This is an optimization exercise on Yosys and OpenROAD, whose aim is small area and a short achievable clock period, not a production implementation.
Only simulation tests tie the RTL to the original design; equivalence was not proved.
Power and IR drop assume default switching activity.

File: flow/flow/run.sh
#!/bin/bash
set -euo pipefail
export POST_DETAIL_PLACE_TCL="$(pwd)/flow/place_out_ff.tcl"
bash standard.sh > standard_sh.log 2>&1
File: flow/standard.sh
#!/bin/bash
# synth_recipe.tcl (not shown) runs the flow's synth.tcl, then flattens the netlist and writes it again
# the make line also repeats each setting of config.mk as NAME=value (left out here)
make -C /OpenROAD-flow-scripts/flow DESIGN_CONFIG=/design/flow/config.mk WORK_HOME=/design/flow/orfs CLKGATE_MAP_FILE= SYNTH_SCRIPT=/design/flow/synth_recipe.tcl "${@:-finish}"
File: flow/flow/place_out_ff.tcl
# Runs inside ORFS detailed placement (POST_DETAIL_PLACE_TCL), with the design loaded.
# For every output port: find the buffer driving it and the register driving that buffer,
# and place the register right next to the buffer; then legalise again.
set block [ord::get_db_block]
foreach bt [$block getBTerms] {
  if { [$bt getIoType] != "OUTPUT" } { continue }
  set net [$bt getNet]
  if { $net == "NULL" } { continue }
  set buf ""
  foreach it [$net getITerms] { if { [$it isOutputSignal] } { set buf [$it getInst] } }
  if { $buf == "" } { continue }
  set ff ""
  foreach it [$buf getITerms] {
    if { [$it isInputSignal] && [$it getNet] != "NULL" } {
      foreach d [[$it getNet] getITerms] {
                if { [$d isOutputSignal] } { set drv [$d getInst] }
      }
    }
  }
  if { [info exists drv] && [[$drv getMaster] isSequential] } { set ff $drv }
  if { $ff == "" } { continue }
  set loc [$buf getLocation]
  puts "place_out_ff: [$ff getName] -> next to [$buf getName] at $loc"
  $ff setLocation [lindex $loc 0] [lindex $loc 1]
  $ff setPlacementStatus PLACED
}
detailed_placement
optimize_mirroring
utl::info FLW 12 "Placement violations [check_placement -verbose]."
estimate_parasitics -placement
File: flow/design.v
module SPI_Slave(MOSI, MISO, SS_n, clk, rst_n, rx_data, rx_valid, tx_data, tx_valid);
	input MOSI, SS_n, clk, rst_n, tx_valid;
	input [7:0] tx_data;
	output reg rx_valid, MISO;
	output [9:0] rx_data;
	reg [3:0] st;
	reg [9:0] temp;
	reg [2:0] counter2;
	reg tx_busy;
	assign rx_data = temp;
	always @(posedge clk)
		if (~SS_n && (st >= 4'd2) && (st <= 4'd11))
			temp <= {temp[8:0], MOSI};
	always @(posedge clk or negedge rst_n) begin
		if (~rst_n) begin
			st <= 4'd0;
			rx_valid <= 1'b0;
		end
		else begin
			rx_valid <= ~SS_n && (st == 4'd11);
			if (SS_n)
				st <= 4'd0;
			else if (st != 4'd12)
				st <= st + 4'd1;
		end
	end
	always @(posedge clk or negedge rst_n) begin
		if (~rst_n) begin
			MISO <= 1'b0;
			counter2 <= 3'd7;
			tx_busy <= 1'b0;
		end
		else if (tx_valid) begin
			counter2 <= 3'd7;
			tx_busy <= 1'b1;
			MISO <= 1'b0;
		end
		else if (tx_busy) begin
			MISO <= tx_data[counter2];
			counter2 <= counter2 - 3'd1;
			if (counter2 == 3'd0)
				tx_busy <= 1'b0;
		end
		else
			MISO <= 1'b0;
	end
endmodule
module RAM(clk, rst_n, din, rx_valid, dout, tx_valid);
	parameter MEM_DEPTH = 256;
	parameter ADDR_SIZE = 8;
	input clk, rst_n, rx_valid;
	input [9:0] din;
	output tx_valid;
	output [7:0] dout;
	reg [2047:0] ring;           
	reg [3:0] ph;
	reg [7:0] mem0;
	reg [7:0] wr_add;            
	reg wr_zero;                 
	reg wa_wait;                 
	reg [7:0] rd_add;
	reg rd_zero;                 
	reg pend;
	reg [7:0] pdata;
	reg [7:0] rb;
	reg fwd;
	wire do_wa = rx_valid && (din[9:8] == 2'b00);
	wire do_wr = rx_valid && (din[9:8] == 2'b01);
	wire do_ra = rx_valid && (din[9:8] == 2'b10);
	assign tx_valid = rx_valid && (din[9:8] == 2'b11);
	assign dout = rd_zero ? mem0 : (fwd ? pdata : rb);
	reg land;
	reg [3:0] land_hi;
	reg [3:0] wa_lo;
	wire busy = pend && !land;
	wire wr_is0 = wr_zero || (wr_add == 8'd0);
	wire do_wr0 = do_wr && wr_is0;
	wire do_wrr = do_wr && !wr_is0;
	wire [7:0] wr_add_nx = ((do_wa && !busy) || (wa_wait && land)) ? din[7:0] : wr_add;
	wire pend_nx = do_wrr || busy;
	wire land_nx = pend_nx && (wr_add[3:0] == ph - 4'd1);
	wire [7:0] rd_add_nx = do_ra ? din[7:0] : rd_add;
	reg refr;
	wire refr_nx = (rd_add_nx[2:0] == ph[2:0]);
	reg [7:0] ra_hi;
	reg [3:0] ra_lo;
	integer g, s;
	reg [7:0] tap;
	always @(*) begin
		tap = 8'd0;
		for (g = 0; g < 16; g = g + 1)
			for (s = 0; s < 2; s = s + 1)
				tap = tap | (ring[(g*16+s*8)*8 +: 8] & {8{ra_hi[g/2] & ra_lo[(g%2)*2+s]}});
	end
	always @(posedge clk) begin
		for (g = 0; g < 16; g = g + 1) begin
			for (s = 15; s > 0; s = s - 1)
				ring[(g*16+s)*8 +: 8] <= ring[(g*16+s-1)*8 +: 8];
			if (land_hi[g/4] && wa_lo[g%4])
				ring[(g*16)*8 +: 8] <= pdata;
			else
				ring[(g*16)*8 +: 8] <= ring[(g*16+15)*8 +: 8];
		end
	end
	always @(posedge clk) begin
		ph <= ph - 4'd1;
		land <= land_nx;
		land_hi <= {4{land_nx}} & (4'd1 << wr_add[7:6]);
		wa_lo <= 4'd1 << wr_add[5:4];
		pend <= pend_nx;
		if (do_wrr)
			pdata <= din[7:0];
		if (do_wr0)
			mem0 <= din[7:0];
		wr_add <= wr_add_nx;
		refr <= refr_nx;
		ra_hi <= {8{refr_nx}} & (8'd1 << rd_add_nx[7:5]);
		ra_lo <= 4'd1 << {rd_add_nx[4], rd_add_nx[3] ^ ph[3]};
		rb <= tap | (rb & {8{~refr}});
		fwd <= (pend_nx && (wr_add == rd_add_nx)) || (fwd && !refr && !do_ra);
	end
	always @(posedge clk or negedge rst_n) begin
		if (~rst_n) begin
			wr_zero <= 1'b1;
			wa_wait <= 1'b0;
			rd_add <= {ADDR_SIZE{1'b0}};
			rd_zero <= 1'b1;
		end
		else begin
			if (do_wa)
				wr_zero <= 1'b0;
			if (do_wa && busy)
				wa_wait <= 1'b1;
			else if (land)
				wa_wait <= 1'b0;
			if (do_ra) begin
				rd_add <= din[7:0];
				rd_zero <= (din[7:0] == 8'd0);
			end
		end
	end
endmodule
module SPI_Wrapper(clk, rst_n, MOSI, MISO, SS_n);
	input clk, rst_n, MOSI, SS_n;
	output  MISO;
	wire [9:0] data_from_SPI_to_RAM;
	wire [7:0] data_from_RAM_to_SPI;
	wire data_from_SPI_to_RAM_valid, data_from_RAM_to_SPI_valid;
	SPI_Slave SPI (
		.MOSI(MOSI),
		.MISO(MISO),
		.SS_n(SS_n),
		.clk(clk),
		.rst_n(rst_n),
		.rx_data(data_from_SPI_to_RAM),
		.rx_valid(data_from_SPI_to_RAM_valid),
		.tx_data(data_from_RAM_to_SPI),
		.tx_valid(data_from_RAM_to_SPI_valid)
	);
	RAM RAM1 (
		.clk(clk),
		.rst_n(rst_n),
		.din(data_from_SPI_to_RAM),
		.rx_valid(data_from_SPI_to_RAM_valid),
		.dout(data_from_RAM_to_SPI),
		.tx_valid(data_from_RAM_to_SPI_valid)
	);
endmodule
File: flow/constraint.sdc
create_clock -name core_clock -period 6.0 [get_ports {clk}]
set_input_delay 1.2000 -clock core_clock [delete_from_list [all_inputs] [get_ports {clk}]]
set_output_delay 1.2000 -clock core_clock [all_outputs]
set_load 0.01 [all_outputs]
File: flow/config.mk
export PLATFORM = sky130hd
export DESIGN_NAME = SPI_Wrapper
export DESIGN_NICKNAME = SPI_Wrapper
export VERILOG_FILES = /design/flow/design.v
export SDC_FILE = /design/flow/constraint.sdc
export NUM_CORES = 4
export LEC_CHECK = 0
export CAP_MARGIN = 20
export CORE_MARGIN = 2
export CORE_UTILIZATION = 65
export CTS_BUF_LIST = sky130_fd_sc_hd__clkbuf_16
export CTS_CLUSTER_DIAMETER = 85
export CTS_CLUSTER_SIZE = 33
export PLACE_DENSITY = 0.75
export SETUP_SLACK_MARGIN = 3.6
export SLEW_MARGIN = 20
==> flow_results.org <==
** Critical path
- R2R Path End :: SPI.MISO$_DFF_PN0_
- In this run the number of cells on the critical path is 1.
- Startpoint class of the critical path :: flop
- Crit Path Max Fanout :: 1
- Register-to-Register Path Depth :: 4
- Required arrival time at the worst endpoint :: 4800 ps
- STA puts the critical path data arrival time at 1180 ps.
- Together, buffers and inverters on the worst path number 1.
- Reg2Reg Launch Point :: RAM1.pdata[3]$_DFFE_PP_
- CP cell instances :: buf_2
- The critical path in this run is classified as flop to output port.
- STA classifies the critical path endpoint as an output port.
- Delay of the slowest cell on the worst path :: 380 ps
- For this design, the slowest cell found on the critical path is dfrtp_1.
- In this run the register-to-register setup slack is 3790 ps.
- Worst Setup EP :: MISO
- Critical path startpoint :: SPI.MISO$_DFF_PN0_
- Grouping stages by cell kind, the critical path spends the most delay in flip-flops.

** Logic synthesis
- Synth warn :: 2
- Number of enable flip-flop cells after synthesis :: 34
- Fraction of registers with async set/reset :: 0.982%
- Predominant post-synthesis flop cell :: dfxtp_1
- Register area share after synthesis :: 90.8%
- Counting flops and latches in the post-synthesis netlist gives 2139.
- Synthesis produced a netlist with a net count of 2725.
- Mapped cell area :: 47700 um2
- Counting distinct cell types in the post-synthesis netlist gives 48.
- Post-Syn Instances :: 2715
- Syn avg cell area :: 17.6 um2

** GRT
- For this run the aggregate overflow at the end of global routing stands at 0.
- Total global routing track utilization :: 20.7%
- Entering global routing, the biggest net connects 35 pins.
- Antenna violations before repair :: 2
- Wire length of the first global-routing pass :: 115000 um
- Via count of the first global-routing pass :: 19.0k

** Power
- For this design the total switching power over the nets is 3.90 mW.
- Cell internal power was estimated by the tool at 16.6 mW.
- Sequential share of power :: 69.5%
- For this design the ratio of total power to cell area is 403 nW/um2.
- In this run the static leakage power is 20.3 nW.
- Worst voltage drop across the vdd grid :: 410 uV
- Net switching is 19.0% of the power.
- Clock power frac :: 30.4%
- Final total power :: 20.5 mW
- Per report_power, the combinational group accounts for 0.1% of the total.

** Clock tree
- The tree is rooted in a clkbuf_16.
- Post-CTS clock slew at the launch and capture registers of the worst setup and hold paths :: 110 ps
- The number of hold buffers added after CTS was 0.
- H-Tree Level Count :: 3
- Clock tree synthesis inserted a total of 75 buffers.
- No sink is reached through more buffers than the 3 on the longest clock path.
- The clock reaches the later pin of the worst-skew pair after 660 ps.
- Number of sinks driven by the clock tree :: 2139
- TritonCTS clock tree :: built

** Cells and area
- Most common cell after layout, fill and taps aside :: dfxtp_1
- After the flow finishes, the layout carries non-filler instances totaling 3737.
- After routing the design area is 50900 um2.
- Final layout net count :: 2773
- Share of post-route cells with drive strength above 1 :: 8.93%
- Area delta synth->final :: 6.75%
- Cells fill 69.9% of the core in the end.
- In the layout the commonest cells are 2080 x dfxtp_1, 129 x mux2_2, 77 x clkbuf_16.

** Routing
- Mean routed wirelength per cell :: 20.7 um
- The routed layout has 18.8k vias.
- Routed Wire Length :: 77300 um
- DRC marker count from the first detailed-route iteration :: 1472
- Initial DRT Pass Iterations :: 6
- After detailed routing, the number of vias per cell comes to 5.03.
- Once detail routing completed, the nets flagged for antenna violations numbered 0.
- # DRC :: 0

** STA
- On the final layout, the worst hold slack is 313 ps.
- Post-layout worst setup margin :: 3620 ps
- The final number of hold-violating endpoints was 0.
- The count of final max-slew check failures is 0.
- Based on the critical path, the design can be clocked at up to 0.421 GHz.
- Headroom to the max-slew limit came out at 22.5%.
- Part of the cycle the worst path needs :: 39.6%
- Final-layout setup total negative slack :: 0 ps
- Clock skew on the completed layout was measured at 46.0 ps.
- Final Critical Period :: 2380 ps
- Setup repair after global routing could not meet its margin everywhere.
- At the pin with the least slew margin, the transition time is 1160 ps.
- Setup violations remaining at the end of the flow were counted as 0.

** Hold path
- In this run the worst hold path is classified as flop to flop.

** Placed design
- Detailed placement finished with a half-perimeter wire length of 44700 um.
- PortBufs :: 4
- In this run the cell area measured after placement is 48800 um2.
- Routability-driven placement finished with a final weighted congestion of 0.796.
- Cell Count Post-Placement :: 3642
- Post-placement worst setup slack :: 3230 ps

** Floorplanning
- In this run the count of I/O pins placed on the die edge is 5.
- Vert. Die Dim :: 275 um
- For this configuration, the core starts out at a cell density of 65.4%.
- The die covers 75500 um2.
- The core region is 72800 um2.
- Row generation in the floorplan step produced 99 rows.
- The die is 275 um wide.

** Run status
- The flow ran to the end and the layout has no timing, DRC or antenna violations.

** Flow run
- Maxcap violations :: 0
==> power by group through the flow <==
stage | logic, mW | registers (mW) | clock network (mW)
floorplan | 0.0204 | 14.6 | 0
global placement | 0.0284 | 14.6 | 0
detailed placement | 0.0300 | 14.6 | 0
CTS | 0.0303 | 14.3 | 6.34
global route | 0.0334 | 14.3 | 6.79
finish | 0.0298 | 14.3 | 6.24
==> state kept, by name, summed over array words and instances, names as in the netlist, 3 cells and up <==
register      count
SPI.st            4
RAM1.ra_lo        4
SPI.counter2      3
RAM1.pdata        8
RAM1.ph           4
RAM1.mem0         8
RAM1.land_hi      4
RAM1.ra_hi        8
RAM1.rb           8
RAM1.rd_add       8
RAM1.ring      2048
SPI.temp         10
RAM1.wr_add       8
RAM1.wa_lo        4
==> final cells by class <==
type                       instances  area [um2]
sequential                      2139       43300
fill                            4557       21900
multi-input combinational        498        4100
clock buffer                      77        1930
tap                              959        1200
timing repair buffer              19         143
clock inverter                    14         126
inverter                          30         113
antenna                            1        2.50
==> how the worst min path moves through the flow <==
stage / start / to / slack (ps) / cells after the start
after CTS: RAM1.ring[1757]$_DFF_P_ / RAM1.ring[1765]$_DFF_P_ / 320 / 0
after global routing: RAM1.ring[1757]$_DFF_P_ / RAM1.ring[1765]$_DFF_P_ / 320 / 0
final: RAM1.ring[1757]$_DFF_P_ / RAM1.ring[1765]$_DFF_P_ / 310 / 0
after floorplan: RAM1.ring[992]$_DFF_P_ / RAM1.ring[1000]$_DFF_P_ / 310 / 0
after detailed placement: RAM1.ring[1906]$_DFF_P_ / RAM1.ring[1914]$_DFF_P_ / 310 / 0
after global placement: RAM1.ring[1718]$_DFF_P_ / RAM1.ring[1726]$_DFF_P_ / 310 / 0
==> metal layers <==
metal  global-route usage (%)  part of all wire [%]  vias to the layer above
met5                        0                 0.016                        -
met1                     30.7                    48                     9316
met3                     2.85                   4.2                      156
met4                     7.48                   3.4                        2
met2                     31.7                    44                      398
li1                         -                     -                     8938
==> synthesized netlist by cell type (2+ instances only) <==
master	number	area, um2
o2111ai_1	2	17.5
clkbuf_1	39	146
inv_1	30	113
mux2i_1	14	140
mux4_2	4	90.1
a22oi_1	57	428
nor2b_1	5	31.3
and2_1	2	12.5
a221oi_1	5	43.8
a21oi_1	12	60.1
nor3_1	15	75.1
dfstp_2	5	131
dfxtp_1	2084	41700
xnor2_1	15	131
and4_1	2	17.5
buf_1	7	26.3
o21ai_0	10	50.1
a22o_1	52	455
edfxtp_1	34	1020
xor2_1	5	43.8
nor4_1	4	25.0
a32oi_1	3	26.3
mux2_2	129	1450
dfrtp_1	16	400
nand2_1	53	199
ha_1	6	75.1
a211oi_1	3	22.5
nand4_1	6	37.5
nor3b_1	3	22.5
nand3_1	37	185
a222oi_1	25	250
nor2_1	15	56.3
==> cell families after synthesis <==
kind of cell	share of synthesized area (%)
xor+xnor	0.367
compound gates	2.97
flops	90.8
simple gates	1.50
buf+inv	0.633
fa+ha+maj	0.157
mux	3.59
==> timing repair <==
action	4_1_cts	5_1_grt
buffers inserted	0	3
cloned	0	0
setup endpoints to repair	1	2
gates resized for setup	4	0

## afterwards: timing with drivers on the ports
In the flow no input, the clock included, has a driving cell. The finished layout below was timed again as built, in two steps.
Step 1: set_driving_cell puts a clkbuf_16 on clk and a buf_2 on each other input, an assumption about the parent block.
Step 2 times the ports against the registers' clock, not the clock port: input delays grow and output delays shrink by t, the midpoint of the rising clock arrivals with the driver on.
a / b / c = ideal ports / drivers / drivers and shift; a / b = the first two.
shift t [ns]: 0.710
setup slack, ns: 3.622 / 3.556 / 3.251
worst hold slack (ns): 0.313 / 0.313 / 0.313
slew at the worst register clock pin (ns): 0.12 / 0.12
cell pins on the clock port's net: 1
After both steps setup and hold are still met in this run. The setup slack of this run moves by -0.066 ns with the drivers and by -0.371 ns with both steps.
